This design comes from an exercise in tuning for small area and a short achievable clock period on the open sky130 flow, not from production work.
In this exercise RTL edits were held to simulation tests only and were not proved equivalent to the original.
Power and IR drop assume default switching activity.

### flow/run.sh
#!/bin/bash
# synth_recipe.tcl (not shown) runs the flow's synth.tcl, then flattens the netlist and writes it again
# the make line also repeats each setting of config.mk as NAME=value (left out here)
make -C /OpenROAD-flow-scripts/flow DESIGN_CONFIG=/design/flow/config.mk WORK_HOME=/design/flow/orfs CLKGATE_MAP_FILE= SYNTH_SCRIPT=/design/flow/synth_recipe.tcl finish
### flow/config.mk
export PLATFORM = sky130hd
export DESIGN_NAME = Processor
export DESIGN_NICKNAME = Processor
export VERILOG_FILES = /design/flow/design.v
export SDC_FILE = /design/flow/constraint.sdc
export NUM_CORES = 4
export LEC_CHECK = 0
export CAP_MARGIN = 20
export CORE_MARGIN = 2
export CORE_UTILIZATION = 40
export PLACE_DENSITY = 0.6
export SLEW_MARGIN = 20
### flow/constraint.sdc
create_clock -name core_clock -period 12.0 [get_ports {clk}]
set_input_delay 2.4000 -clock core_clock [delete_from_list [all_inputs] [get_ports {clk}]]
set_output_delay 2.4000 -clock core_clock [all_outputs]
set_load 0.01 [all_outputs]
### flow/design.v
module Processor(clk, rst, interrupt, in_port, imem_addr, imem_data, dmem_re, dmem_we, dmem_addr, dmem_wdata, dmem_rdata, out_valid, out_port);
    input clk, rst, interrupt;
    input [15:0] in_port;
    output [31:0] imem_addr;
    input  [15:0] imem_data;
    output dmem_re, dmem_we;
    output [10:0] dmem_addr;
    output [15:0] dmem_wdata;
    input  [15:0] dmem_rdata;
    output out_valid;
    output [15:0] out_port;
    reg [31:0] pc;
    reg [31:0] ret;           
    reg [15:0] sp;
    reg [2:0]  flags;         
    reg [1:0]  int_st;
    reg [2:0]  ret_st, reti_st;
    reg [15:0] rf [0:7];
    reg [7:0]  rf_valid;      
    reg        fd_int;
    reg [15:0] fd_instr;
    reg [31:0] fd_pc;
    reg [15:0] fd_in;
    reg        de_mr, de_mw;
    reg [1:0]  de_as;
    reg [2:0]  de_ds;
    reg [1:0]  de_bt;
    reg        de_call;
    reg [3:0]  de_op;         
    reg        de_fe;
    reg        de_spw, de_fw, de_wbsel, de_rw;
    reg [1:0]  de_plh;
    reg        de_out;
    reg [1:0]  de_fa, de_fb;  
    reg [15:0] de_x, de_y;    
    reg [3:0]  de_sh;
    reg [2:0]  de_dst;
    reg        em_re, em_we;
    reg [10:0] em_addr;
    reg [15:0] em_wd;
    reg [15:0] em_alu;
    reg        em_spw, em_fw, em_wbsel, em_rw;
    reg [1:0]  em_plh;
    reg [2:0]  em_dst;
    reg        em_out;
    reg [15:0] mw_wd;
    reg [15:0] mw_alu;
    reg        mw_spw, mw_fw, mw_rw;
    reg [1:0]  mw_plh;
    reg [2:0]  mw_dst;
    reg        mw_out;
    wire [15:0] WD = mw_wd;
    wire [15:0] sp_eff = mw_spw ? mw_alu : sp;
    wire [31:0] ret_eff = mw_plh[1] ? (mw_plh[0] ? {ret[31:16], WD} : {WD, 16'b0}) : ret;
    wire [2:0]  flags_br = mw_fw ? WD[2:0] : flags;    
    wire BRANCH = (de_bt == 2'd1 && flags_br[0]) || (de_bt == 2'd2 && flags_br[1]) || (de_bt == 2'd3 && flags_br[2]);
    wire [5:0] opcode = fd_instr[15:10];
    wire [2:0] f_src  = fd_instr[9:7];
    wire [2:0] f_dst  = fd_instr[6:4];
    wire [3:0] f_sh   = fd_instr[3:0];
    reg fdE, pcE, flush;
    reg [1:0] jsel;
    reg [6:0] MEMc;
    reg [12:0] EXc;
    reg [5:0] WBc;
    reg outc;
    reg [1:0] int_n;
    reg [2:0] ret_n, reti_n;
    always @(*) begin
        fdE = 1'b0; pcE = 1'b0; flush = 1'b0; jsel = 2'b00;
        MEMc = 7'b0; EXc = 13'b0; WBc = 6'b0; outc = 1'b0;
        int_n = 2'b00; ret_n = 3'b000; reti_n = 3'b000;
        if (|int_st || fd_int) begin
            EXc = 13'b0000111011001; WBc = 6'b100000;
            case (int_st)
                2'b00: begin int_n = 2'b01; MEMc = 7'b0111010; end
                2'b01: begin int_n = 2'b10; pcE = 1'b1; jsel = 2'b10; MEMc = 7'b0111100; end
                2'b10: begin fdE = 1'b1; pcE = 1'b1; MEMc = 7'b0111011; end
                default: begin EXc = 13'b0; WBc = 6'b0; end
            endcase
        end else if (|ret_st || opcode == 6'b100110) begin
            case (ret_st)
                3'd0: begin ret_n = 3'd1; EXc = 13'b0000110111001; MEMc = 7'b1010000; WBc = 6'b101100; end
                3'd1: begin ret_n = 3'd2; EXc = 13'b0000110111001; MEMc = 7'b1010000; WBc = 6'b101110; end
                3'd2: ret_n = 3'd3;
                3'd3: ret_n = 3'd4;
                3'd4: begin ret_n = 3'd5; pcE = 1'b1; jsel = 2'b11; end
                3'd5: begin fdE = 1'b1; pcE = 1'b1; end
                default: ;
            endcase
        end else if (|reti_st || opcode == 6'b100111) begin
            case (reti_st)
                3'd0: begin reti_n = 3'd2; EXc = 13'b0000110111001; MEMc = 7'b1010000; WBc = 6'b101101; end
                3'd2: begin reti_n = 3'd3; EXc = 13'b0000110111001; MEMc = 7'b1010000; WBc = 6'b101111; end
                3'd3: begin reti_n = 3'd1; EXc = 13'b0000110111001; MEMc = 7'b1010000; WBc = 6'b111000; end
                3'd1: reti_n = 3'd4;
                3'd4: begin reti_n = 3'd5; pcE = 1'b1; jsel = 2'b11; end
                3'd5: begin fdE = 1'b1; pcE = 1'b1; end
                default: ;
            endcase
        end else if (de_call) begin
            fdE = 1'b1; pcE = 1'b1;
            EXc = 13'b0000111011001; MEMc = 7'b0111101; WBc = 6'b100000;
        end else begin
            fdE = 1'b1; pcE = 1'b1;
            case (opcode)
                6'b000001: EXc = 13'b0000101000011;                                            
                6'b000010: EXc = 13'b0000101100011;                                            
                6'b000011: begin EXc = 13'b0000010100011; WBc = 6'b000001; end                 
                6'b000100: begin EXc = 13'b0000000000011; WBc = 6'b000001; end                 
                6'b000101: begin EXc = 13'b0000000100011; WBc = 6'b000001; end                 
                6'b111100: begin EXc = 13'b0000111011001; MEMc = 7'b0111001; WBc = 6'b100000; end  
                6'b110001: begin EXc = 13'b0000110111001; MEMc = 7'b1010000; WBc = 6'b101001; end  
                6'b010111: begin EXc = 13'b0000001000011; WBc = 6'b000001; end                 
                6'b011000: begin EXc = 13'b0000001100011; WBc = 6'b000001; end                 
                6'b011001: begin EXc = 13'b0000011100011; WBc = 6'b000001; end                 
                6'b011010: begin EXc = 13'b0000011000011; WBc = 6'b000001; end                 
                6'b010110: begin EXc = 13'b0000010000001; WBc = 6'b000001; end                 
                6'b011011: begin EXc = 13'b0000100000111; WBc = 6'b000001; end                 
                6'b011111: begin EXc = 13'b0000100100111; WBc = 6'b000001; end                 
                6'b010010: begin flush = 1'b1; EXc = 13'b0000010010001; WBc = 6'b000001; end   
                6'b010011: begin MEMc = 7'b1000000; WBc = 6'b001001; end                       
                6'b010100: MEMc = 7'b0101000;                                                  
                6'b100000: EXc = 13'b0010000000000;                                            
                6'b100001: EXc = 13'b0100101000000;                                            
                6'b100010: EXc = 13'b0110101000000;                                            
                6'b100100: begin flush = 1'b1; jsel = 2'b01; EXc = 13'b1000101000000; end      
                6'b001100: begin EXc = 13'b0000110000001; outc = 1'b1; end                     
                6'b110011: begin EXc = 13'b0000010001001; WBc = 6'b000001; end                 
                6'b100101: begin fdE = 1'b0; jsel = 2'b01; EXc = 13'b0001111011001; MEMc = 7'b0111110; WBc = 6'b100000; end  
                default: ;
            endcase
        end
    end
    wire hazard_pop = (ret_st == 3'd0) && (reti_st == 3'd0);
    wire load_use = de_mr && ((de_dst == f_src) || (de_dst == f_dst)) && hazard_pop;
    wire sel = BRANCH || load_use;
    wire [3:0] aop = EXc[8:5];
    wire swap = EXc[0] && (aop == 4'd0 || aop == 4'd1 || aop == 4'd5 || aop == 4'd12);
    wire [2:0] xa = swap ? f_dst : f_src;
    wire [15:0] rx = (mw_rw && mw_dst == xa)    ? WD : (rf_valid[xa]    ? rf[xa]    : 16'b0);
    wire [15:0] ry = (mw_rw && mw_dst == f_dst) ? WD : (rf_valid[f_dst] ? rf[f_dst] : 16'b0);
    reg [15:0] x_in;
    always @(*) begin
        case (swap ? 2'b00 : EXc[4:3])
            2'b00: x_in = rx;
            2'b01: x_in = fd_in;
            2'b10: x_in = imem_data;
            default: x_in = sp_eff;
        endcase
    end
    wire [31:0] fd_pcp = fd_pc + 32'd1;
    reg [15:0] y_in;
    always @(*) begin
        case (MEMc[2:0])
            3'd3: y_in = fd_pc[31:16];
            3'd4: y_in = fd_pc[15:0];
            3'd5: y_in = fd_pcp[31:16];
            3'd6: y_in = fd_pcp[15:0];
            default: y_in = ry;
        endcase
    end
    wire spw_c = WBc[5];
    reg [1:0] fa_n, fb_n;
    always @(*) begin
        if ((xa == de_dst && de_rw) || (spw_c && de_spw)) fa_n = 2'b10;
        else if (xa == em_dst && em_rw) fa_n = 2'b01;
        else if (spw_c && em_spw) fa_n = 2'b11;
        else fa_n = 2'b00;
        if (f_dst == de_dst && de_rw) fb_n = 2'b10;
        else if (f_dst == em_dst && em_rw) fb_n = 2'b01;
        else fb_n = 2'b00;
    end
    reg [15:0] X, Y;
    always @(*) begin
        case (de_fa)
            2'b00: X = de_x;
            2'b01: X = WD;
            2'b10: X = em_alu;
            default: X = mw_alu;
        endcase
        case (de_fb)
            2'b00: Y = de_y;
            2'b01: Y = WD;
            default: Y = em_alu;
        endcase
    end
    wire [3:0] op = de_op ^ 4'b1010;
    wire op_inc = (op == 4'd0) || (op == 4'd13);
    wire op_dec = (op == 4'd1) || (op == 4'd14);
    wire op_add = (op == 4'd2);
    wire op_sub = (op == 4'd3);
    wire [15:0] yadd = op_add ? Y : op_sub ? ~Y : op_dec ? 16'hffff : 16'h0000;
    wire cin = op_inc | op_sub;
    wire [16:0] sum = {1'b0, X} + {1'b0, yadd} + {16'b0, cin};
    wire [16:0] shl = {1'b0, X} << de_sh;
    wire [15:0] shr = X >> de_sh;
    reg [15:0] res;
    always @(*) begin
        case (op)
            4'd0, 4'd1, 4'd2, 4'd3, 4'd13, 4'd14: res = sum[15:0];
            4'd4, 4'd12: res = X;
            4'd5: res = ~X;
            4'd6: res = X | Y;
            4'd7: res = X & Y;
            4'd8: res = shl[15:0];
            4'd9: res = shr;
            default: res = 16'b0;
        endcase
    end
    wire zf = (res == 16'b0);
    reg [2:0] aflags;
    always @(*) begin
        case (op)
            4'd0, 4'd2: aflags = {sum[16], 1'b0, zf};
            4'd1, 4'd3: aflags = {1'b0, ~sum[16], zf};
            4'd8: aflags = {X[15], shl[16], zf};
            4'd9: aflags = {X[0], 1'b0, zf};
            4'd10: aflags = {1'b1, flags[1:0]};
            4'd11: aflags = {1'b0, flags[1:0]};
            default: aflags = {2'b0, zf};
        endcase
    end
    wire [10:0] xinc = X[10:0] + 11'd1;
    reg [10:0] addr_n;
    reg [15:0] wd_n;
    always @(*) begin
        case (de_as)
            2'd1: addr_n = Y[10:0];
            2'd2: addr_n = xinc;
            default: addr_n = X[10:0];
        endcase
        case (de_ds)
            3'd0: wd_n = X;
            3'd1: wd_n = Y;
            3'd2: wd_n = {13'b0, flags_br};
            default: wd_n = de_y;
        endcase
    end
    reg [31:0] pc_in;
    always @(*) begin
        if (BRANCH) pc_in = {16'b0, de_y};
        else case (jsel)
            2'd0: pc_in = pc + 32'd1;
            2'd1: pc_in = {16'b0, ry};
            2'd2: pc_in = 32'b0;
            default: pc_in = ret_eff;
        endcase
    end
    wire pc_en = pcE && !load_use;
    wire fd_en = fdE && !load_use;
    wire [15:0] instr = (flush || BRANCH) ? 16'b0 : imem_data;
    assign imem_addr = pc;
    always @(posedge clk) begin
        if (rst) begin
            pc <= 32'd32;
            ret <= 32'b0;
            sp <= 16'd2047;
            flags <= 3'b0;
            int_st <= 2'b0; ret_st <= 3'b0; reti_st <= 3'b0;
            rf_valid <= 8'b0;
            fd_int <= 1'b0; fd_instr[15:10] <= 6'b0;
            de_mr <= 1'b0; de_mw <= 1'b0; de_bt <= 2'b0; de_call <= 1'b0; de_op <= 4'b0; de_fe <= 1'b0;
            de_spw <= 1'b0; de_fw <= 1'b0; de_wbsel <= 1'b0; de_rw <= 1'b0; de_plh <= 2'b0; de_out <= 1'b0;
            de_fa <= 2'b0; de_fb <= 2'b0;
            em_re <= 1'b0; em_we <= 1'b0; em_spw <= 1'b0; em_fw <= 1'b0; em_wbsel <= 1'b0; em_rw <= 1'b0;
            em_plh <= 2'b0; em_out <= 1'b0;
            mw_spw <= 1'b0; mw_fw <= 1'b0; mw_rw <= 1'b0; mw_plh <= 2'b0; mw_out <= 1'b0;
        end else begin
            if (pc_en) pc <= pc_in;
            if (mw_plh[1]) ret <= ret_eff;
            if (mw_spw) sp <= mw_alu;
            if (de_fe || mw_fw) flags <= mw_fw ? WD[2:0] : aflags;
            int_st <= int_n; ret_st <= ret_n; reti_st <= reti_n;
            if (mw_rw) rf_valid[mw_dst] <= 1'b1;
            if (fd_en) begin
                fd_int <= interrupt;
                fd_instr[15:10] <= instr[15:10];
            end
            de_mr <= sel ? 1'b0 : MEMc[6];
            de_mw <= sel ? 1'b0 : MEMc[5];
            de_bt <= sel ? 2'b0 : EXc[11:10];
            de_call <= sel ? 1'b0 : EXc[9];
            de_op <= (sel || !EXc[0]) ? 4'b0 : (EXc[8:5] ^ 4'b1010);
            de_fe <= sel ? 1'b0 : EXc[1];
            de_spw <= sel ? 1'b0 : WBc[5];
            de_fw <= sel ? 1'b0 : WBc[4];
            de_wbsel <= sel ? 1'b0 : WBc[3];
            de_plh <= sel ? 2'b0 : WBc[2:1];
            de_rw <= sel ? 1'b0 : WBc[0];
            de_out <= outc;
            de_fa <= fa_n; de_fb <= fb_n;
            em_re <= de_mr;
            em_we <= de_mw & ~de_mr;
            em_spw <= de_spw; em_fw <= de_fw; em_wbsel <= de_wbsel; em_rw <= de_rw;
            em_plh <= de_plh; em_out <= de_out;
            mw_spw <= em_spw; mw_fw <= em_fw; mw_rw <= em_rw; mw_plh <= em_plh; mw_out <= em_out;
        end
    end
    always @(posedge clk) begin
        if (mw_rw) rf[mw_dst] <= WD;
        if (fd_en) begin
            fd_instr[9:0] <= instr[9:0];
            fd_pc <= pc;
            fd_in <= in_port;
        end
        de_x <= x_in; de_y <= y_in; de_sh <= f_sh; de_dst <= f_dst;
        de_as <= MEMc[4:3]; de_ds <= MEMc[2:0];
        em_addr <= addr_n; em_wd <= wd_n; em_alu <= res; em_dst <= de_dst;
        mw_wd <= em_wbsel ? dmem_rdata : em_alu;
        mw_alu <= em_alu;
        mw_dst <= em_dst;
    end
    assign dmem_re = em_re;
    assign dmem_we = em_we;
    assign dmem_addr = em_addr;
    assign dmem_wdata = em_wd;
    assign out_valid = mw_out;
    assign out_port = mw_wd;
endmodule
==> out/results.txt, run 1 <==
Site Rows = 92
Buf/Inv on CP = 1
Number of enable flip-flop cells after synthesis = 186
Seq/Total Area, Yosys = 44.8%
Most common library cells after synthesis = dfxtp_1 (290), nor2_1 (243), nand2_1 (201)
Minimum clock period = 5480 ps
DP Wirelength = 68,100 um
PortBufs = 128
Net Switching = 0.00204 W
F_max = 183 MHz
Antenna violations before repair = 3
Area grow syn2layout = 14.9%
Worst stage delay on the critical path = 750 ps
Switching share of power = 36.6%
DRT Wirelength = 96,300 um
Status = complete, no violations
Yosys top cell by area = dfxtp_1
Comb pwr share = 32.9%
Fin area = 0.0292 mm^2
Initial Util = 40.4%
Clk_skew = 29.1 ps
Antenna violation net count after detailed routing = 0
Fin crit share = 45.6%
Max H-tree Level = 2
Clock Latency Late Sink = 620 ps
Area contributors post-synth = dfxtp_1 (23%), edfxtp_1 (22%), mux4_2 (5.5%)
Clock share of power = 29.6%
Worst-path cell chain = nor2b_2, nand2_1, a21o_1, o21ai_0, fa_1, inv_1, fa_1, xor2_1, mux2i_1, nor2_1, nor3_1, nand4b_1, or3_1, nor4_1, nand4b_1, or4_1, o41ai_2
Worst Max-Slew Pin Slew = 1080 ps
Syn avg cell area = 9.77 um^2
Leak Pwr = 10.5 nW
Via density = 6.22
Gates resized, CTS repair = 0
Proportion of layout cells with a drive suffix above 1 = 11.6%
Power Dens Cells = 190 mW/mm^2
Final Hold Vio Count = 0
# nets final = 2,737
Largest delay contributor family on the critical path = simple AND/OR/NAND/NOR gates
Crit Path Max Fanout = 19
Async set-reset flop share out of synthesis = 0%
Data arrival, critical path = 5990 ps
TritonRoute pass-1 iters = 5
Worst EP required = 12,510 ps
Startpoint types = flop
Synth top area share = 22.8%
Core footprint = 0.0630 mm^2
Routability Congestion = 0.993
DR vias = 22,000
Pin count of the biggest net entering global routing = 77
Crit path kind = reg -> reg
Seq cells post-synth = 476
Dominant synthesized flop cell = dfxtp_1
Synthesized Nets = 2,692
Placed inst area = 0.0274 mm^2
Clock transition at path regs = 60 ps
Vias in the first global route = 21,200
Reg power frac = 37.5%
Element type at the critical path end = flop
RSZ-0062 raised after global routing = no
Post-synth cell types = 97
Most numerous cell in the Yosys netlist = dfxtp_1
Setup tns final = 0 ps
DRC = 0
First-pass GRT wire length = 141,000 um
Worst vdd ir = 103 uV
# hold bufs at CTS = 0
DIE WIDTH = 256 um
Congestion Overflow GR = 0
Num ports = 129
Synthesized area = 0.0255 mm^2
Die Y = 256 um
P_int = 0.00352 W
Critical-path cell with the highest stage delay = dfxtp_1
# setup viols final = 0
Sink Count = 476
Min-Delay Path Class = reg -> reg
Global-route usage over all layers = 28.5%
Average wire per standard cell = 27.2 um
Cell count after synthesis = 2,606
Post-CTS Setup Bufs = 0
Synthesis Warnings = 1
Max clock buf depth = 3
Num CTS Buffers = 53
TritonCTS clock tree = built
Number of diodes = 0
Rel. slew slack = 27.6%
Pins Over Slew Limit = 0
Die area = 0.0657 mm^2
Clk root buf = clkbuf_16
Max Cap Viol = 0
DRT iter0 DRCs = 2,295
==> power by group through the flow <==
stage               combinational [W]  sequential, W  clock, W
finish                        0.00183        0.00209   0.00164
global route                  0.00192        0.00210   0.00173
CTS                           0.00179        0.00208   0.00166
detailed placement            0.00179        0.00211         0
global placement              0.00178        0.00211         0
floorplan                     0.00105        0.00208         0
==> stage by stage <==
stage / util [%] / std cells / total power, W / setup WS, ps / hold WS, ps
floorplan: - / 2606 / 0.00312 / 7380 / 323
global placement: 43.5 / 3438 / 0.00389 / 6360 / 329
detailed placement: 43.6 / 3438 / 0.00390 / 6280 / 329
CTS: 46.3 / 3536 / 0.00554 / 6270 / 361
global route: 46.4 / 3540 / 0.00575 / 6280 / 380
finish: 46.4 / 3540 / 0.00556 / 6520 / 362
==> cells in the final DEF (no fill, tap or decap), drive strengths merged, types with 10 or more instances in the layout <==
cell type / count
a22oi: 37
mux2i: 102
edfxtp: 186
or4: 18
mux2: 58
or2: 10
clkinv: 27
nor2b: 46
nand2b: 18
o21a: 16
ha: 33
dfxtp: 290
a22o: 13
a221oi: 18
buf: 52
nand3: 53
nor4: 10
nand4: 17
o21ai: 140
a21o: 13
o211ai: 11
a21oi: 157
nand2: 203
a211oi: 91
mux4: 62
inv: 53
nor3: 49
xor2: 35
a221o: 11
clkdlybuf4s50: 127
clkbuf: 69
xnor2: 37
nor2: 244
and3: 92
and2: 48
a31oi: 53
o22ai: 80
==> sequential cells by signal (all words and copies together), names as in the netlist, 8 cells and up, named ones only <==
name,count
rf,128
ret,32
mw_alu,16
pc,32
de_y,16
sp,16
de_x,16
fd_instr,16
fd_in,16
em_addr,11
mw_wd,16
rf_valid,8
fd_pc,32
em_alu,16
em_wd,16
==> cells by family (layout without fill, tap and decap cells) <==
kind of cell,Yosys count,in the layout,share of synthesized area (%)
adder cells (fa/ha/maj),43,43,2.09
AO/OA/AOI/OAI,709,709,18.5
flip-flops,476,476,44.8
buffers and inverters,245,333,3.86
XOR/XNOR,72,72,2.55
AND/OR/NAND/NOR,839,839,16.2
multiplexers,222,222,12.1
==> layer usage <==
layer	wire, um	global-route usage [%]	vias to the layer above
met5	38	0	-
met1	39900	37.6	11000
met4	3850	10.8	6
met2	45000	46.4	1005
li1	-	-	9855
met3	7590	5.15	198
==> worst reg2reg max path, stage by stage (launching register included) <==
cell and delay, ps:
dfxtp_1 750, nor2b_2 690, nand2_1 520, a21o_1 310
o21ai_0 130, fa_1 300, inv_1 70, fa_1 410
xor2_1 290, mux2i_1 120, nor2_1 110, nor3_1 60
nand4b_1 170, or3_1 320, nor4_1 220, nand4b_1 190
or4_1 490, o41ai_2 210
==> final cells by class <==
| type | instances | area (um^2) |
|---|---|---|
| Fill cell | 5900 | 33700 |
| Multi-Input combinational cell | 1885 | 13100 |
| Sequential cell | 476 | 11400 |
| Timing Repair Buffer | 179 | 1680 |
| Clock buffer | 69 | 1480 |
| Tap cell | 846 | 1060 |
| Clock inverter | 29 | 264 |
| Inverter | 56 | 210 |
==> final timing paths <==
path | from | end | slack (ps) | cells after the start
setup / recovery | de_op[3] | flags[0] | 6520 | 17
hold / removal | fd_instr[3] | de_sh[3] | 360 | 0
setup reg to reg | de_op[3] | flags[0] | 6520 | 17
hold reg to reg | fd_instr[3] | de_sh[3] | 360 | 0
==> run 2: changes to the inputs <==
--- a/flow/design.v
+++ b/flow/design.v
@@ -13,5 +13,6 @@
     reg [31:0] ret;           
     reg [15:0] sp;
-    reg [2:0]  flags;         
+    reg        fC, fN, fZ;    
+    reg        zpend;         
     reg [1:0]  int_st;
     reg [2:0]  ret_st, reti_st;
@@ -32,5 +33,5 @@
     reg [1:0]  de_plh;
     reg        de_out;
-    reg [1:0]  de_fa, de_fb;  
+    reg        de_fa, de_fb;  
     reg [15:0] de_x, de_y;    
     reg [3:0]  de_sh;
@@ -45,14 +46,10 @@
     reg        em_out;
     reg [15:0] mw_wd;
-    reg [15:0] mw_alu;
-    reg        mw_spw, mw_fw, mw_rw;
-    reg [1:0]  mw_plh;
-    reg [2:0]  mw_dst;
-    reg        mw_out;
-    wire [15:0] WD = mw_wd;
-    wire [15:0] sp_eff = mw_spw ? mw_alu : sp;
-    wire [31:0] ret_eff = mw_plh[1] ? (mw_plh[0] ? {ret[31:16], WD} : {WD, 16'b0}) : ret;
-    wire [2:0]  flags_br = mw_fw ? WD[2:0] : flags;    
-    wire BRANCH = (de_bt == 2'd1 && flags_br[0]) || (de_bt == 2'd2 && flags_br[1]) || (de_bt == 2'd3 && flags_br[2]);
+    reg        mw_fw, mw_out;
+    wire [15:0] wdn = em_wbsel ? dmem_rdata : em_alu;
+    wire [15:0] sp_n = em_spw ? em_alu : sp;
+    wire zf_last = (em_alu == 16'b0);
+    wire Z = zpend ? zf_last : fZ;
+    wire BRANCH = (de_bt == 2'd1 && Z) || (de_bt == 2'd2 && fN) || (de_bt == 2'd3 && fC);
     wire [5:0] opcode = fd_instr[15:10];
     wire [2:0] f_src  = fd_instr[9:7];
@@ -139,13 +136,22 @@
     wire swap = EXc[0] && (aop == 4'd0 || aop == 4'd1 || aop == 4'd5 || aop == 4'd12);
     wire [2:0] xa = swap ? f_dst : f_src;
-    wire [15:0] rx = (mw_rw && mw_dst == xa)    ? WD : (rf_valid[xa]    ? rf[xa]    : 16'b0);
-    wire [15:0] ry = (mw_rw && mw_dst == f_dst) ? WD : (rf_valid[f_dst] ? rf[f_dst] : 16'b0);
+    wire [15:0] rx = rf_valid[xa]    ? rf[xa]    : 16'b0;
+    wire [15:0] ry = rf_valid[f_dst] ? rf[f_dst] : 16'b0;
+    wire spw_c = WBc[5];
+    wire xf_em = (xa == de_dst && de_rw) || (spw_c && de_spw);
+    wire xf_mw = xa == em_dst && em_rw;
+    wire xf_sp = spw_c && em_spw;
+    wire y_raw = (EXc[11:10] != 2'b00) || (MEMc[2:0] >= 3'd3);
+    wire yf_em = f_dst == de_dst && de_rw && !y_raw;
+    wire yf_mw = f_dst == em_dst && em_rw && !y_raw;
     reg [15:0] x_in;
     always @(*) begin
-        case (swap ? 2'b00 : EXc[4:3])
+        if (xf_mw) x_in = wdn;
+        else if (xf_sp) x_in = sp_n;
+        else case (swap ? 2'b00 : EXc[4:3])
             2'b00: x_in = rx;
             2'b01: x_in = fd_in;
             2'b10: x_in = imem_data;
-            default: x_in = sp_eff;
+            default: x_in = sp;
         endcase
     end
@@ -153,5 +159,6 @@
     reg [15:0] y_in;
     always @(*) begin
-        case (MEMc[2:0])
+        if (yf_mw) y_in = wdn;
+        else case (MEMc[2:0])
             3'd3: y_in = fd_pc[31:16];
             3'd4: y_in = fd_pc[15:0];
@@ -161,29 +168,6 @@
         endcase
     end
-    wire spw_c = WBc[5];
-    reg [1:0] fa_n, fb_n;
-    always @(*) begin
-        if ((xa == de_dst && de_rw) || (spw_c && de_spw)) fa_n = 2'b10;
-        else if (xa == em_dst && em_rw) fa_n = 2'b01;
-        else if (spw_c && em_spw) fa_n = 2'b11;
-        else fa_n = 2'b00;
-        if (f_dst == de_dst && de_rw) fb_n = 2'b10;
-        else if (f_dst == em_dst && em_rw) fb_n = 2'b01;
-        else fb_n = 2'b00;
-    end
-    reg [15:0] X, Y;
-    always @(*) begin
-        case (de_fa)
-            2'b00: X = de_x;
-            2'b01: X = WD;
-            2'b10: X = em_alu;
-            default: X = mw_alu;
-        endcase
-        case (de_fb)
-            2'b00: Y = de_y;
-            2'b01: Y = WD;
-            default: Y = em_alu;
-        endcase
-    end
+    wire [15:0] X = de_fa ? em_alu : de_x;
+    wire [15:0] Y = de_fb ? em_alu : de_y;
     wire [3:0] op = de_op ^ 4'b1010;
     wire op_inc = (op == 4'd0) || (op == 4'd13);
@@ -209,17 +193,18 @@
         endcase
     end
-    wire zf = (res == 16'b0);
-    reg [2:0] aflags;
+    reg aC, aN;
     always @(*) begin
         case (op)
-            4'd0, 4'd2: aflags = {sum[16], 1'b0, zf};
-            4'd1, 4'd3: aflags = {1'b0, ~sum[16], zf};
-            4'd8: aflags = {X[15], shl[16], zf};
-            4'd9: aflags = {X[0], 1'b0, zf};
-            4'd10: aflags = {1'b1, flags[1:0]};
-            4'd11: aflags = {1'b0, flags[1:0]};
-            default: aflags = {2'b0, zf};
+            4'd0, 4'd2: begin aC = sum[16]; aN = 1'b0; end
+            4'd1, 4'd3: begin aC = 1'b0; aN = ~sum[16]; end
+            4'd8: begin aC = X[15]; aN = shl[16]; end
+            4'd9: begin aC = X[0]; aN = 1'b0; end
+            4'd10: begin aC = 1'b1; aN = fN; end
+            4'd11: begin aC = 1'b0; aN = fN; end
+            default: begin aC = 1'b0; aN = 1'b0; end
         endcase
     end
+    wire keepZ = (op == 4'd10) || (op == 4'd11);
+    wire alu_fw = de_fe && !mw_fw;    
     wire [10:0] xinc = X[10:0] + 11'd1;
     reg [10:0] addr_n;
@@ -234,5 +219,5 @@
             3'd0: wd_n = X;
             3'd1: wd_n = Y;
-            3'd2: wd_n = {13'b0, flags_br};
+            3'd2: wd_n = {13'b0, fC, fN, Z};
             default: wd_n = de_y;
         endcase
@@ -245,5 +230,5 @@
             2'd1: pc_in = {16'b0, ry};
             2'd2: pc_in = 32'b0;
-            default: pc_in = ret_eff;
+            default: pc_in = ret;
         endcase
     end
@@ -257,21 +242,27 @@
             ret <= 32'b0;
             sp <= 16'd2047;
-            flags <= 3'b0;
+            fC <= 1'b0; fN <= 1'b0; fZ <= 1'b0; zpend <= 1'b0;
             int_st <= 2'b0; ret_st <= 3'b0; reti_st <= 3'b0;
             rf_valid <= 8'b0;
             fd_int <= 1'b0; fd_instr[15:10] <= 6'b0;
-            de_mr <= 1'b0; de_mw <= 1'b0; de_bt <= 2'b0; de_call <= 1'b0; de_op <= 4'b0; de_fe <= 1'b0;
+            de_mr <= 1'b0; de_mw <= 1'b0; de_bt <= 2'b0; de_call <= 1'b0; de_fe <= 1'b0;
             de_spw <= 1'b0; de_fw <= 1'b0; de_wbsel <= 1'b0; de_rw <= 1'b0; de_plh <= 2'b0; de_out <= 1'b0;
-            de_fa <= 2'b0; de_fb <= 2'b0;
             em_re <= 1'b0; em_we <= 1'b0; em_spw <= 1'b0; em_fw <= 1'b0; em_wbsel <= 1'b0; em_rw <= 1'b0;
             em_plh <= 2'b0; em_out <= 1'b0;
-            mw_spw <= 1'b0; mw_fw <= 1'b0; mw_rw <= 1'b0; mw_plh <= 2'b0; mw_out <= 1'b0;
+            mw_fw <= 1'b0; mw_out <= 1'b0;
         end else begin
             if (pc_en) pc <= pc_in;
-            if (mw_plh[1]) ret <= ret_eff;
-            if (mw_spw) sp <= mw_alu;
-            if (de_fe || mw_fw) flags <= mw_fw ? WD[2:0] : aflags;
+            if (em_plh[1]) ret <= em_plh[0] ? {ret[31:16], wdn} : {wdn, 16'b0};
+            sp <= sp_n;
+            if (em_fw) begin
+                {fC, fN, fZ} <= wdn[2:0];
+                zpend <= 1'b0;
+            end else begin
+                if (alu_fw) begin fC <= aC; fN <= aN; end
+                fZ <= Z;
+                zpend <= alu_fw && !keepZ;
+            end
             int_st <= int_n; ret_st <= ret_n; reti_st <= reti_n;
-            if (mw_rw) rf_valid[mw_dst] <= 1'b1;
+            if (em_rw) rf_valid[em_dst] <= 1'b1;
             if (fd_en) begin
                 fd_int <= interrupt;
@@ -282,5 +273,4 @@
             de_bt <= sel ? 2'b0 : EXc[11:10];
             de_call <= sel ? 1'b0 : EXc[9];
-            de_op <= (sel || !EXc[0]) ? 4'b0 : (EXc[8:5] ^ 4'b1010);
             de_fe <= sel ? 1'b0 : EXc[1];
             de_spw <= sel ? 1'b0 : WBc[5];
@@ -290,14 +280,13 @@
             de_rw <= sel ? 1'b0 : WBc[0];
             de_out <= outc;
-            de_fa <= fa_n; de_fb <= fb_n;
             em_re <= de_mr;
             em_we <= de_mw & ~de_mr;
             em_spw <= de_spw; em_fw <= de_fw; em_wbsel <= de_wbsel; em_rw <= de_rw;
             em_plh <= de_plh; em_out <= de_out;
-            mw_spw <= em_spw; mw_fw <= em_fw; mw_rw <= em_rw; mw_plh <= em_plh; mw_out <= em_out;
+            mw_fw <= em_fw; mw_out <= em_out;
         end
     end
     always @(posedge clk) begin
-        if (mw_rw) rf[mw_dst] <= WD;
+        if (em_rw) rf[em_dst] <= wdn;
         if (fd_en) begin
             fd_instr[9:0] <= instr[9:0];
@@ -305,10 +294,10 @@
             fd_in <= in_port;
         end
+        de_op <= (sel || !EXc[0]) ? 4'b0 : (EXc[8:5] ^ 4'b1010);
+        de_fa <= xf_em; de_fb <= yf_em;
         de_x <= x_in; de_y <= y_in; de_sh <= f_sh; de_dst <= f_dst;
         de_as <= MEMc[4:3]; de_ds <= MEMc[2:0];
         em_addr <= addr_n; em_wd <= wd_n; em_alu <= res; em_dst <= de_dst;
-        mw_wd <= em_wbsel ? dmem_rdata : em_alu;
-        mw_alu <= em_alu;
-        mw_dst <= em_dst;
+        mw_wd <= wdn;
     end
     assign dmem_re = em_re;
==> out/results.txt, run 2 <==
Status = complete, no violations
RSZ-0062 raised after global routing = no
Num ports = 129 (unchanged)
Core footprint = 0.0605 mm^2 (-4.0%)
Pin count of the biggest net entering global routing = 90 (+17%)
Average wire per standard cell = 27.3 um (+0.37%)
Worst Hold Margin = 345 ps (-17.5 ps)
Worst Max-Slew Pin Slew = 1120 ps (+38.5 ps)
Clock Latency Late Sink = 660 ps (+40 ps)
Sink Count = 452 (-5.0%)
First-pass GRT wire length = 137,000 um (-2.9%)
Die area = 0.0632 mm^2 (-3.8%)
Clk root buf = clkbuf_16
# nets final = 2,720 (-0.62%)
Number of enable flip-flop cells after synthesis = 186 (unchanged)
TritonRoute pass-1 iters = 10 (+5)
Synthesized Nets = 2,650 (-1.6%)
Data arrival, critical path = 6020 ps (+30 ps)
Die Y = 251 um (-1.9%)
Max FFs per register = 128 (unchanged)
DR vias = 21,500 (-2.2%)
Area grow syn2layout = 15.7%
Fin crit share = 46.4% (+0.74 points)
Most numerous cell in the Yosys netlist = nor2_1
Max H-tree Level = 2 (unchanged)
Min-Delay Path Class = reg -> reg
Proportion of layout cells with a drive suffix above 1 = 10.3% (-1.3 points)
Clock transition at path regs = 60 ps (about the same)
DRC = 0 (unchanged)
Via density = 6.23 (+0.13%)
Vias in the first global route = 20,400 (-3.8%)
Post-place setup slack = 6400 ps (+119 ps)
Most common library cells after synthesis = nor2_1 (334), dfxtp_1 (266), nand2_1 (240)
Placed inst area = 0.0265 mm^2 (-3.4%)
Commonest cells after routing, fill and taps aside = nor2_1 (334), dfxtp_1 (265), nand2_1 (240)
Fin worst setup slack = 6440 ps (-88.7 ps)
Element type at the critical path end = flop
Clk_skew = 60.4 ps (+31.3 ps)
Gates resized, CTS repair = 0 (unchanged)
Cell count after synthesis = 2,564 (-1.6%)
DRT Wirelength = 94,400 um (-1.9%)
Initial Util = 40.5% (+0.058 points)
# hold bufs at CTS = 0 (unchanged)
Global-route usage over all layers = 29.2% (+0.73 points)
Synthesis Warnings = 1 (unchanged)
Async set-reset flop share out of synthesis = 0% (unchanged)
Rel. slew slack = 23.3% (-4.4 points)
Area contributors post-synth = edfxtp_1 (23%), dfxtp_1 (22%), nor2_1 (5.1%)
Setup tns final = 0 ps (unchanged)
Seq/Total Area, Yosys = 44.6% (-0.18 points)
Minimum clock period = 5560 ps (+88.7 ps)
# setup viols final = 0 (unchanged)
F_max = 180 MHz (-1.6%)
Max clock buf depth = 3 (unchanged)
Number of diodes = 0 (unchanged)
Most common cell after layout, fill and taps aside = nor2_1
Largest register by flop count = rf
Post-synth cell types = 97 (unchanged)
Power Dens Cells = 196 mW/mm^2 (+2.8%)
Post-CTS Setup Bufs = 0 (unchanged)
TritonCTS clock tree = built
Worst EP required = 12,460 ps (-50 ps)
PortBufs = 128 (unchanged)
Yosys top cell by area = edfxtp_1
Syn avg cell area = 9.55 um^2 (-2.2%)
Leak Pwr = 10.4 nW (-0.64%)
Pins Over Slew Limit = 0 (unchanged)
DRT iter0 DRCs = 2,814 (+23%)
Antenna violations before repair = 5 (+2)
Num CTS Buffers = 51 (-3.8%)
Routability Congestion = 0.976 (-1.7%)
Fin area = 0.0283 mm^2 (-3.1%)
Synthesized area = 0.0245 mm^2 (-3.8%)
Dominant synthesized flop cell = dfxtp_1
Max Cap Viol = 0 (unchanged)
Antenna violation net count after detailed routing = 0 (unchanged)
DIE WIDTH = 251 um (-1.9%)
Synth top area share = 22.8% (about the same)
Site Rows = 90 (-2.2%)
Worst vdd ir = 121 uV (+18%)
Final Hold Vio Count = 0 (unchanged)
Crit Path Max Fanout = 21 (+2)
Startpoint types = flop
Seq cells post-synth = 452 (-5.0%)
Congestion Overflow GR = 0 (unchanged)
Crit path kind = reg -> reg
DP Wirelength = 67,900 um (-0.27%)
-- run 2: cells by family after synthesis --
logic type	share of synthesized area, %
simple gates	16.8
compound gates	18.1
flops	44.6
buf+inv	4.23
mux	11.4
xor+xnor	3.08
fa+ha+maj	1.85
-- run 2: through the flow --
step,std cells,util [%],power [W]
final,3459,46.8,0.00554
after global routing,3459,46.8,0.00573
after CTS,3458,46.8,0.00551
after detailed placement,3362,43.8,0.00384
after global placement,3361,43.8,0.00384
after floorplan,2564,-,0.00309
-- run 2: path summary, 6_finish.rpt --
kind	start	end	slack [ps]	depth (start not counted)
hold reg to reg	fd_instr[3]	de_sh[3]	340	0
setup / recovery	de_op[3]	em_alu[13]	6440	16
hold / removal	fd_instr[3]	de_sh[3]	340	0
setup reg to reg	de_op[3]	em_alu[13]	6440	16
-- run 2: layout make-up --
| type | count | area, um^2 |
|---|---|---|
| Sequential cell | 452 | 10900 |
| Multi-Input combinational cell | 1858 | 12600 |
| Fill cell | 5721 | 32200 |
| Clock inverter | 34 | 424 |
| Clock buffer | 62 | 1380 |
| Tap cell | 782 | 978 |
| Inverter | 89 | 334 |
| Timing Repair Buffer | 182 | 1690 |
-- run 2: critical path, stage by stage (launching register included) --
cell and delay [ps]:
dfxtp_1 900, nor2b_1 210, buf_4 280, nand2_1 460
o22ai_1 450, ha_1 290, a21o_1 170, a21oi_1 320
o21bai_1 110, a21oi_1 240, o21bai_1 120, a211o_1 320
a2111oi_0 870, o31ai_1 160, a21oi_1 210, xor2_1 180
o221ai_1 120
-- run 2: where the power goes --
group / internal, W / switching (W) / total, W
registers: 0.00181 / 0.000196 / 0.00200
logic: 0.000673 / 0.00120 / 0.00187
clock network: 0.000946 / 0.000717 / 0.00166
-- run 2: metal layers --
layer	vias to the layer above	routed length, um	track usage [%]
li1	9594	-	-
met2	1134	41700	44.7
met1	10600	40100	41.0
met3	182	8850	5.28
met5	-	23	0
met4	4	3740	11.3
==> run 3: changes to the inputs <==
--- a/flow/design.v
+++ b/flow/design.v
@@ -21,6 +21,5 @@
     reg        fd_int;
     reg [15:0] fd_instr;
-    reg [31:0] fd_pc;
-    reg [15:0] fd_in;
+    reg [31:0] fd_pc;         
     reg        de_mr, de_mw;
     reg [1:0]  de_as;
@@ -28,5 +27,7 @@
     reg [1:0]  de_bt;
     reg        de_call;
-    reg [3:0]  de_op;         
+    reg        de_sum, de_pass, de_not, de_or, de_and, de_shl, de_shr;
+    reg        de_yuse, de_yinv, de_yones, de_cin;
+    reg        de_fcout, de_fncout, de_fsetc, de_fkeep;
     reg        de_fe;
     reg        de_spw, de_fw, de_wbsel, de_rw;
@@ -133,12 +134,11 @@
     wire load_use = de_mr && ((de_dst == f_src) || (de_dst == f_dst)) && hazard_pop;
     wire sel = BRANCH || load_use;
-    wire [3:0] aop = EXc[8:5];
-    wire swap = EXc[0] && (aop == 4'd0 || aop == 4'd1 || aop == 4'd5 || aop == 4'd12);
-    wire [2:0] xa = swap ? f_dst : f_src;
-    wire [15:0] rx = rf_valid[xa]    ? rf[xa]    : 16'b0;
+    wire special = |int_st || fd_int || |ret_st || |reti_st || de_call || opcode == 6'b100110 || opcode == 6'b100111;
+    wire swap = !special && (opcode == 6'b000011 || opcode == 6'b000100 || opcode == 6'b000101 || opcode == 6'b001100);
+    wire [15:0] rs = rf_valid[f_src] ? rf[f_src] : 16'b0;
     wire [15:0] ry = rf_valid[f_dst] ? rf[f_dst] : 16'b0;
     wire spw_c = WBc[5];
-    wire xf_em = (xa == de_dst && de_rw) || (spw_c && de_spw);
-    wire xf_mw = xa == em_dst && em_rw;
+    wire xf_em = ((swap ? f_dst == de_dst : f_src == de_dst) && de_rw) || (spw_c && de_spw);
+    wire xf_mw = (swap ? f_dst == em_dst : f_src == em_dst) && em_rw;
     wire xf_sp = spw_c && em_spw;
     wire y_raw = (EXc[11:10] != 2'b00) || (MEMc[2:0] >= 3'd3);
@@ -148,12 +148,16 @@
     always @(*) begin
         if (xf_mw) x_in = wdn;
-        else if (xf_sp) x_in = sp_n;
-        else case (swap ? 2'b00 : EXc[4:3])
-            2'b00: x_in = rx;
-            2'b01: x_in = fd_in;
+        else if (xf_sp) x_in = em_alu;
+        else if (swap) x_in = ry;
+        else case (EXc[4:3])
+            2'b00: x_in = rs;
+            2'b01: x_in = fd_pc[15:0];
             2'b10: x_in = imem_data;
             default: x_in = sp;
         endcase
     end
+    wire [3:0] aop = EXc[8:5];
+    wire aen = EXc[0] && !sel;
+    wire c_sum = aen && (aop <= 4'd3 || aop == 4'd13 || aop == 4'd14);
     wire [31:0] fd_pcp = fd_pc + 32'd1;
     reg [15:0] y_in;
@@ -170,42 +174,19 @@
     wire [15:0] X = de_fa ? em_alu : de_x;
     wire [15:0] Y = de_fb ? em_alu : de_y;
-    wire [3:0] op = de_op ^ 4'b1010;
-    wire op_inc = (op == 4'd0) || (op == 4'd13);
-    wire op_dec = (op == 4'd1) || (op == 4'd14);
-    wire op_add = (op == 4'd2);
-    wire op_sub = (op == 4'd3);
-    wire [15:0] yadd = op_add ? Y : op_sub ? ~Y : op_dec ? 16'hffff : 16'h0000;
-    wire cin = op_inc | op_sub;
-    wire [16:0] sum = {1'b0, X} + {1'b0, yadd} + {16'b0, cin};
-    wire [16:0] shl = {1'b0, X} << de_sh;
-    wire [15:0] shr = X >> de_sh;
-    reg [15:0] res;
-    always @(*) begin
-        case (op)
-            4'd0, 4'd1, 4'd2, 4'd3, 4'd13, 4'd14: res = sum[15:0];
-            4'd4, 4'd12: res = X;
-            4'd5: res = ~X;
-            4'd6: res = X | Y;
-            4'd7: res = X & Y;
-            4'd8: res = shl[15:0];
-            4'd9: res = shr;
-            default: res = 16'b0;
-        endcase
-    end
-    reg aC, aN;
-    always @(*) begin
-        case (op)
-            4'd0, 4'd2: begin aC = sum[16]; aN = 1'b0; end
-            4'd1, 4'd3: begin aC = 1'b0; aN = ~sum[16]; end
-            4'd8: begin aC = X[15]; aN = shl[16]; end
-            4'd9: begin aC = X[0]; aN = 1'b0; end
-            4'd10: begin aC = 1'b1; aN = fN; end
-            4'd11: begin aC = 1'b0; aN = fN; end
-            default: begin aC = 1'b0; aN = 1'b0; end
-        endcase
-    end
-    wire keepZ = (op == 4'd10) || (op == 4'd11);
+    wire [15:0] yadd = de_yuse ? (Y ^ {16{de_yinv}}) : {16{de_yones}};
+    wire [16:0] sum = {1'b0, X} + {1'b0, yadd} + {16'b0, de_cin};
+    function [15:0] rev16(input [15:0] v);
+        integer i;
+        for (i = 0; i < 16; i = i + 1) rev16[i] = v[15 - i];
+    endfunction
+    wire [15:0] sh_in = de_shl ? rev16(X) : X;
+    wire [16:0] sh_out = {sh_in, 1'b0} >> de_sh;    
+    wire [15:0] sh = sh_out[16:1];
+    wire [15:0] res = ({16{de_sum}} & sum[15:0]) | ({16{de_pass}} & X) | ({16{de_not}} & ~X)
+                    | ({16{de_or}} & (X | Y)) | ({16{de_and}} & (X & Y))
+                    | ({16{de_shl}} & rev16(sh)) | ({16{de_shr}} & sh);
+    wire aC = (de_fcout & sum[16]) | (de_shl & X[15]) | (de_shr & X[0]) | de_fsetc;
+    wire aN = (de_fncout & ~sum[16]) | (de_shl & sh_out[0]) | (de_fkeep & fN);
     wire alu_fw = de_fe && !mw_fw;    
-    wire [10:0] xinc = X[10:0] + 11'd1;
     reg [10:0] addr_n;
     reg [15:0] wd_n;
@@ -213,5 +194,5 @@
         case (de_as)
             2'd1: addr_n = Y[10:0];
-            2'd2: addr_n = xinc;
+            2'd2: addr_n = sum[10:0];    
             default: addr_n = X[10:0];
         endcase
@@ -261,5 +242,5 @@
                 if (alu_fw) begin fC <= aC; fN <= aN; end
                 fZ <= Z;
-                zpend <= alu_fw && !keepZ;
+                zpend <= alu_fw && !de_fkeep;
             end
             int_st <= int_n; ret_st <= ret_n; reti_st <= reti_n;
@@ -291,8 +272,21 @@
         if (fd_en) begin
             fd_instr[9:0] <= instr[9:0];
-            fd_pc <= pc;
-            fd_in <= in_port;
+            fd_pc <= {pc[31:16], (interrupt || instr[15:10] == 6'b100101) ? pc[15:0] : in_port};
         end
-        de_op <= (sel || !EXc[0]) ? 4'b0 : (EXc[8:5] ^ 4'b1010);
+        de_sum <= c_sum;
+        de_pass <= aen && (aop == 4'd4 || aop == 4'd12);
+        de_not <= aen && aop == 4'd5;
+        de_or <= aen && aop == 4'd6;
+        de_and <= aen && aop == 4'd7;
+        de_shl <= aen && aop == 4'd8;
+        de_shr <= aen && aop == 4'd9;
+        de_yuse <= aop == 4'd2 || aop == 4'd3;
+        de_yinv <= aop == 4'd3;
+        de_yones <= aop == 4'd1 || aop == 4'd14;
+        de_cin <= aop == 4'd0 || aop == 4'd3 || aop == 4'd13;
+        de_fcout <= aop == 4'd0 || aop == 4'd2;
+        de_fncout <= aop == 4'd1 || aop == 4'd3;
+        de_fsetc <= aop == 4'd10;
+        de_fkeep <= aop == 4'd10 || aop == 4'd11;
         de_fa <= xf_em; de_fb <= yf_em;
         de_x <= x_in; de_y <= y_in; de_sh <= f_sh; de_dst <= f_dst;
==> out/results.txt, run 3 <==
Rel. slew slack = 26.4% (+3.2 points)
Worst Max-Slew Pin Slew = 1100 ps (-16.9 ps)
First-pass GRT wire length = 127,000 um (-7.4%)
Final Hold Vio Count = 0 (unchanged)
Max FFs per register = 128 (unchanged)
F_max = 211 MHz (+17%)
Largest register by flop count = rf
Area grow syn2layout = 15.7% (about the same)
Most common cell after layout, fill and taps aside = dfxtp_1
Worst R2R Start = fd_instr[7]
Placed inst area = 0.0254 mm^2 (-4.0%)
Routability Congestion = 0.975 (about the same)
Average wire per standard cell = 27.2 um (-0.56%)
Clk_skew = 21.3 ps (-39.1 ps)
Site Rows = 88 (-2.2%)
Antenna violations before repair = 8 (+3)
Data arrival, critical path = 5260 ps (-760 ps)
TritonCTS clock tree = built
RSZ-0062 raised after global routing = no
DP Wirelength = 62,100 um (-8.5%)
Synth top area share = 23.9% (+1.1 points)
Min-Delay Path Class = reg -> reg
Reg power frac = 41.9% (+5.7 points)
Num ports = 129 (unchanged)
Core footprint = 0.0578 mm^2 (-4.4%)
Worst EP required = 12,520 ps (+60 ps)
Net Switching = 0.00157 W (-26%)
Comb pwr share = 24.9% (-8.9 points)
# nets final = 2,476 (-9.0%)
# hold bufs at CTS = 0 (unchanged)
Cell count after synthesis = 2,321 (-9.5%)
Status = complete, no violations
Minimum clock period = 4740 ps (-820 ps)
PortBufs = 128 (unchanged)
Num CTS Buffers = 50 (-2.0%)
DIE WIDTH = 246 um (-2.2%)
Power Dens Cells = 174 mW/mm^2 (-11%)
DRC = 0 (unchanged)
Placed cells = 3,104 (-7.7%)
Number of enable flip-flop cells after synthesis = 170 (-8.6%)
DR vias = 19,700 (-8.7%)
Die area = 0.0605 mm^2 (-4.3%)
Crit Path Max Fanout = 65 (+210%)
Gates resized, CTS repair = 0 (unchanged)
Startpoint types = primary input
Element type at the critical path end = flop
Seq/Total Area, Yosys = 45.8% (+1.2 points)
P_int = 0.00315 W (-8.1%)
Pins Over Slew Limit = 0 (unchanged)
Congestion Overflow GR = 0 (unchanged)
Seq cells post-synth = 450 (-0.44%)
Fin area = 0.0271 mm^2 (-4.4%)
Dominant synthesized flop cell = dfxtp_1
# setup viols final = 0 (unchanged)
Proportion of layout cells with a drive suffix above 1 = 12.2% (+1.9 points)
Die Y = 246 um (-2.2%)
Via density = 6.16 (-1.2%)
Crit path kind = in -> reg
Most numerous cell in the Yosys netlist = dfxtp_1
Pin count of the biggest net entering global routing = 66 (-27%)
Switching share of power = 33.3% (-4.9 points)
DRT Wirelength = 86,800 um (-8.1%)
CP Launch Point = rst
TritonRoute pass-1 iters = 7 (-3)
Post-synth cell types = 89 (-8.2%)
Fin crit share = 39.5% (-6.8 points)
Max clock buf depth = 3 (unchanged)
Worst vdd ir = 114 uV (-5.2%)
Total Power = 0.00472 W (-15%)
Global-route usage over all layers = 28.4% (-0.81 points)
Post-CTS Setup Bufs = 0 (unchanged)
Post-place setup slack = 6680 ps (+279 ps)
Antenna violation net count after detailed routing = 0 (unchanged)
Vias in the first global route = 18,800 (-7.6%)
Clock Latency Late Sink = 610 ps (-50 ps)
Synthesized Nets = 2,406 (-9.2%)
Setup tns final = 0 ps (unchanged)
Max Cap Viol = 0 (unchanged)
Max H-tree Level = 2 (unchanged)
Async set-reset flop share out of synthesis = 0% (unchanged)
Clk root buf = clkbuf_16
Initial Util = 40.5% (about the same)
Final Non-Filler Cells = 3,197 (-7.6%)
Commonest cells after routing, fill and taps aside = dfxtp_1 (276), nor2_1 (259), nand2_1 (195)
Leak Pwr = 9.85 nW (-5.3%)
Sink Count = 450 (-0.44%)
Clock share of power = 33.2% (+3.2 points)
Synthesized area = 0.0234 mm^2 (-4.4%)
Area contributors post-synth = dfxtp_1 (24%), edfxtp_1 (22%), mux4_2 (8.0%)
Clock transition at path regs = 70 ps (about the same)
Fin worst setup slack = 7260 ps (+820 ps)
Synthesis Warnings = 1 (unchanged)
Yosys top cell by area = dfxtp_1
Worst Hold Launch = de_dst[1]
Syn avg cell area = 10.1 um^2 (+5.6%)
Most common library cells after synthesis = dfxtp_1 (280), nor2_1 (260), nand2_1 (195)
DRT iter0 DRCs = 2,372 (-16%)
==> run 3: critical path, cell delays in order <==
cell,delay (ps)
buf_4,480
buf_4,720
or2_1,480
inv_2,130
nor4b_1,710
nor3_1,180
o2111ai_1,150
==> run 3: layout make-up <==
type / count / area (um^2)
Fill cell: 5395 / 30700
Tap cell: 765 / 957
Multi-Input combinational cell: 1655 / 11900
Antenna cell: 2 / 5.00
Sequential cell: 450 / 10700
Clock inverter: 26 / 317
Inverter: 70 / 275
Timing Repair Buffer: 164 / 1550
Clock buffer: 65 / 1330
==> run 3: power by group through the flow <==
stage | Combinational [W] | Sequential [W] | Clock [W]
3_5_place_dp | 0.00115 | 0.00200 | 0
6_report | 0.00117 | 0.00198 | 0.00157
3_3_place_gp | 0.00115 | 0.00200 | 0
4_1_cts | 0.00116 | 0.00197 | 0.00159
5_1_grt | 0.00124 | 0.00199 | 0.00164
2_1_floorplan | 0.000712 | 0.00190 | 0
==> run 3: worst paths after layout <==
check                                  to  slack [ps]  depth (start not counted)
worst max-delay path                 flop        7260                          7
worst min-delay path            em_dst[1]         400                          0
worst max register to register       flop        7350                         14
worst min register to register  em_dst[1]         400                          0
==> run 3: logic make-up after synthesis <==
logic type               count (synthesis)  synth area share (%)
buffers and inverters                  216                  3.62
flip-flops                             450                  45.8
AO/OA/AOI/OAI                          555                  15.7
multiplexers                           226                  14.4
AND/OR/NAND/NOR                        751                  15.2
XOR/XNOR                                89                  3.33
adder cells (fa/ha/maj)                 34                  1.88
==> run 3: stage by stage <==
step           hold WS, ps  util [%]
2_1_floorplan          323         -
3_3_place_gp           382      44.0
3_5_place_dp           385      44.0
4_1_cts                395      46.8
5_1_grt                400      46.8
6_report               395      46.8
==> run 3: routing by layer <==
layer	GRT usage, %	up-vias	share of wire, %
met5	0	-	0.052
met1	38.1	9718	41
li1	-	8798	-
met3	5.18	186	8.6
met2	44.5	973	46
met4	12.8	6	4.5
==> run 4: changes to the inputs <==
--- a/flow/design.v
+++ b/flow/design.v
@@ -175,5 +175,27 @@
     wire [15:0] Y = de_fb ? em_alu : de_y;
     wire [15:0] yadd = de_yuse ? (Y ^ {16{de_yinv}}) : {16{de_yones}};
-    wire [16:0] sum = {1'b0, X} + {1'b0, yadd} + {16'b0, de_cin};
+    wire [15:0] ag = X & yadd;
+    wire [15:0] ap = X ^ yadd;
+    wire [15:0] pg [0:4];
+    wire [15:0] pp [0:4];
+    assign pg[0] = {ag[15:1], ag[0] | (ap[0] & de_cin)};
+    assign pp[0] = ap;
+    genvar gl, gi;
+    generate
+        for (gl = 1; gl <= 4; gl = gl + 1) begin : sk_level
+            for (gi = 0; gi < 16; gi = gi + 1) begin : sk_bit
+                if ((gi >> (gl - 1)) % 2 == 1) begin : sk_merge
+                    localparam integer J = ((gi >> (gl - 1)) << (gl - 1)) - 1;
+                    assign pg[gl][gi] = pg[gl-1][gi] | (pp[gl-1][gi] & pg[gl-1][J]);
+                    assign pp[gl][gi] = pp[gl-1][gi] & pp[gl-1][J];
+                end else begin : sk_pass
+                    assign pg[gl][gi] = pg[gl-1][gi];
+                    assign pp[gl][gi] = pp[gl-1][gi];
+                end
+            end
+        end
+    endgenerate
+    wire [16:0] carry = {pg[4], de_cin};
+    wire [16:0] sum = {carry[16], ap ^ carry[15:0]};
     function [15:0] rev16(input [15:0] v);
         integer i;
==> out/results.txt, run 4 <==
RSZ-0062 raised after global routing = no
Setup tns final = 0 ps (unchanged)
Seq cells post-synth = 450 (unchanged)
Endpoint of the worst-slack reg-to-reg timing path = em_alu[8]
Min-Delay Path Class = reg -> reg
Register-to-register setup slack = 7280 ps (-70 ps)
Worst-path cell chain = clkdlybuf4s50_1, a31oi_1, or2_1, ha_1, inv_1, o41ai_2, nand2_1, o221a_2, a21oi_1
Area of the multi-input gates = 0.0119 mm^2 (-0.31%)
Gates resized, CTS repair = 0 (unchanged)
# nets final = 2,446 (-1.2%)
Status = complete, no violations
Cell count after synthesis = 2,281 (-1.7%)
Largest register by flop count = rf
Pins Over Slew Limit = 0 (unchanged)
Num CTS Buffers = 49 (-2.0%)
Placed cells = 3,072 (-1.0%)
Proportion of layout cells with a drive suffix above 1 = 12.7% (+0.51 points)
R2R depth = 14 (unchanged)
Post-synth cell types = 93 (+4.5%)
Area contributors post-synth = dfxtp_1 (24%), edfxtp_1 (22%), mux4_2 (7.5%)
Synthesis Warnings = 1 (unchanged)
Pin count of the biggest net entering global routing = 55 (-17%)
Crit path kind = in -> reg
Core footprint = 0.0577 mm^2 (-0.19%)
TritonRoute pass-1 iters = 8 (+1)
Initial Util = 40.5% (about the same)
Synthesized area = 0.0234 mm^2 (-0.21%)
Die area = 0.0603 mm^2 (-0.21%)
Post-CTS Setup Bufs = 0 (unchanged)
Final Hold Vio Count = 0 (unchanged)
Most common library cells after synthesis = dfxtp_1 (280), nand2_1 (211), nor2_1 (206)
First-pass GRT wire length = 127,000 um (+0.59%)
Fin worst setup slack = 7190 ps (-65.9 ps)
Element type at the critical path end = flop
Async set-reset flop share out of synthesis = 0% (unchanged)
Power Dens Cells = 184 mW/mm^2 (+5.5%)
Worst Hold Launch = fd_instr[0]
Fin area = 0.0270 mm^2 (-0.13%)
DRT iter0 DRCs = 2,420 (+2.0%)
Area grow syn2layout = 15.8% (about the same)
Max FFs per register = 128 (unchanged)
DRT Wirelength = 87,000 um (+0.24%)
Most common cell after layout, fill and taps aside = dfxtp_1
Max Cap Viol = 0 (unchanged)
Yosys top cell by area = dfxtp_1
Die Y = 246 um (-0.10%)
Worst hold stages = 0 (unchanged)
Synth top area share = 24.0% (+0.050 points)
Vias in the first global route = 18,600 (-1.0%)
Syn avg cell area = 10.2 um^2 (+1.5%)
Max clock buf depth = 3 (unchanged)
Routability Congestion = 1.01 (+3.4%)
Final Non-Filler Cells = 3,160 (-1.2%)
# hold bufs at CTS = 0 (unchanged)
Dominant synthesized flop cell = dfxtp_1
Leak Pwr = 9.73 nW (-1.2%)
# setup viols final = 0 (unchanged)
Critical-path cell with the highest stage delay = o41ai_2
Worst R2R Start = de_fb
Worst stage delay on the critical path = 590 ps (-130 ps)
Via density = 6.19 (+0.52%)
Site Rows = 88 (unchanged)
Rel. slew slack = 28.9% (+2.4 points)
Crit Path Max Fanout = 6 (-91%)
Number of enable flip-flop cells after synthesis = 170 (unchanged)
Fill cell count = 5,419 (+0.44%)
Sink Count = 450 (unchanged)
Clk root buf = clkbuf_16
Reg area = 0.0107 mm^2 (about the same)
Synthesized Nets = 2,369 (-1.5%)
DR vias = 19,600 (-0.65%)
Antenna violations before repair = 0 (-8)
Congestion Overflow GR = 0 (unchanged)
Worst vdd ir = 109 uV (-4.8%)
Post-place setup slack = 6680 ps (-0.460 ps)
Most numerous cell in the Yosys netlist = dfxtp_1
Worst EP required = 12,530 ps (about the same)
Startpoint types = primary input
Global-route usage over all layers = 28.4% (+0.063 points)
Data arrival, critical path = 5340 ps (+80 ps)
Num ports = 129 (unchanged)
Commonest cells after routing, fill and taps aside = dfxtp_1 (277), nand2_1 (211), nor2_1 (206)
Number of diodes = 0 (-2)
Worst Max-Slew Pin Slew = 1070 ps (-36.4 ps)
Seq/Total Area, Yosys = 45.9% (+0.096 points)
Hold endpoint = de_sh[0]
Final Util = 46.9% (about the same)
Antenna violation net count after detailed routing = 0 (unchanged)
DRC = 0 (unchanged)
Clk_skew = 40.2 ps (+18.9 ps)
Clock transition at path regs = 60 ps (about the same)
TritonCTS clock tree = built
Fin crit share = 40.1% (+0.55 points)
PortBufs = 128 (unchanged)
Minimum clock period = 4810 ps (+65.9 ps)
F_max = 208 MHz (-1.4%)
DP Wirelength = 63,300 um (+1.8%)
Placed inst area = 0.0254 mm^2 (-0.20%)
DIE WIDTH = 246 um (-0.10%)
Clock Latency Late Sink = 620 ps (about the same)
Max H-tree Level = 2 (unchanged)
Average wire per standard cell = 27.5 um (+1.4%)
-- run 4: kinds of logic (layout without fill, tap and decap cells) --
kind of cell	count (synthesis)	count (layout)	share of synthesized area, %
xor gates and xnor gates	90	90	3.37
DFF	450	450	45.9
adders and majority gates	37	37	2.14
buffers and inverters	201	315	3.39
AOI/OAI and AO/OA	556	556	16.3
and+or+nand+nor	722	722	14.7
muxes	225	225	14.2
-- run 4: worst max-delay path, delay by kind of cell --
| kind | cells | cell delay, ps |
|---|---|---|
| AO/OA/AOI/OAI | 4 | 1550 |
| buffers and inverters | 2 | 640 |
| AND/OR/NAND/NOR | 2 | 460 |
| adder cells (fa/ha/maj) | 1 | 290 |
-- run 4: area by class of cell --
class,instances,area share (%)
well taps,765,3.54
multi-input cells,1630,44.0
clock buffers,62,4.91
repair buffers,166,5.78
clock inverters,26,1.23
inverters,61,0.939
flip-flops and latches,450,39.6
-- run 4: how the worst max path moves through the flow --
stage	start	endpoint	slack, ps
after global routing	de_fb	fC	7000
after CTS	imem_data[11]	flop	7310
after detailed placement	imem_data[11]	flop	6680
after global placement	imem_data[11]	flop	6690
after floorplan	imem_data[10]	flop	7780
final	imem_data[11]	flop	7190
-- run 4: per-stage QoR --
stage	total power, W	hold slack, ps
2_1_floorplan	0.00273	323
3_3_place_gp	0.00337	334
3_5_place_dp	0.00338	327
4_1_cts	0.00495	340
5_1_grt	0.00513	344
6_report	0.00497	340
-- run 4: layer usage --
layer / routed length, um / part of all wire, % / track usage, %
met5: 0 / 0 / 0
met4: 4280 / 4.9 / 12.9
met3: 7690 / 8.8 / 5.26
met2: 38200 / 44 / 43.1
met1: 36900 / 42 / 39.4
-- run 4: power by group --
group	internal [W]	switching, W	total [W]
logic	0.000530	0.000846	0.00138
registers	0.00181	0.000214	0.00202
clock network	0.000915	0.000659	0.00157
total	0.00325	0.00172	0.00497

[afterwards: timing with drivers on the ports]
No port has a modelled driver above. Below, the same layouts with a new extraction and two added sets of constraints. Step 1, drivers: a clkbuf_16 drives clk and a buf_2 each remaining input, both assumed. Step 2, shift: input delay + t, output delay - t, t = (earliest + latest rising clock arrival at the registers) / 2. This alone moves slack from input paths to output paths. a / b / c = no drivers / after step 1 / after step 2; a / b = the first two.
run	t (ns)	setup WS [ns]	worst setup path at the end	worst data-port slew with drivers (ns)	pins driven straight from the clock port
run 1	0.675	6.525 / 6.525 / 6.525	register to register	0.08	1
run 2	0.686	6.436 / 6.436 / 6.436	register to register	0.06	1
run 3	0.660	7.256 / 7.288 / 6.628	input to register	0.05	1
run 4	0.659	7.190 / 7.225 / 6.566	input to register	0.05	1
After both steps setup and hold are still met in every run listed. The setup slack of run 3, which loses most, moves by +0.032 ns with the drivers and by -0.628 ns with both steps.
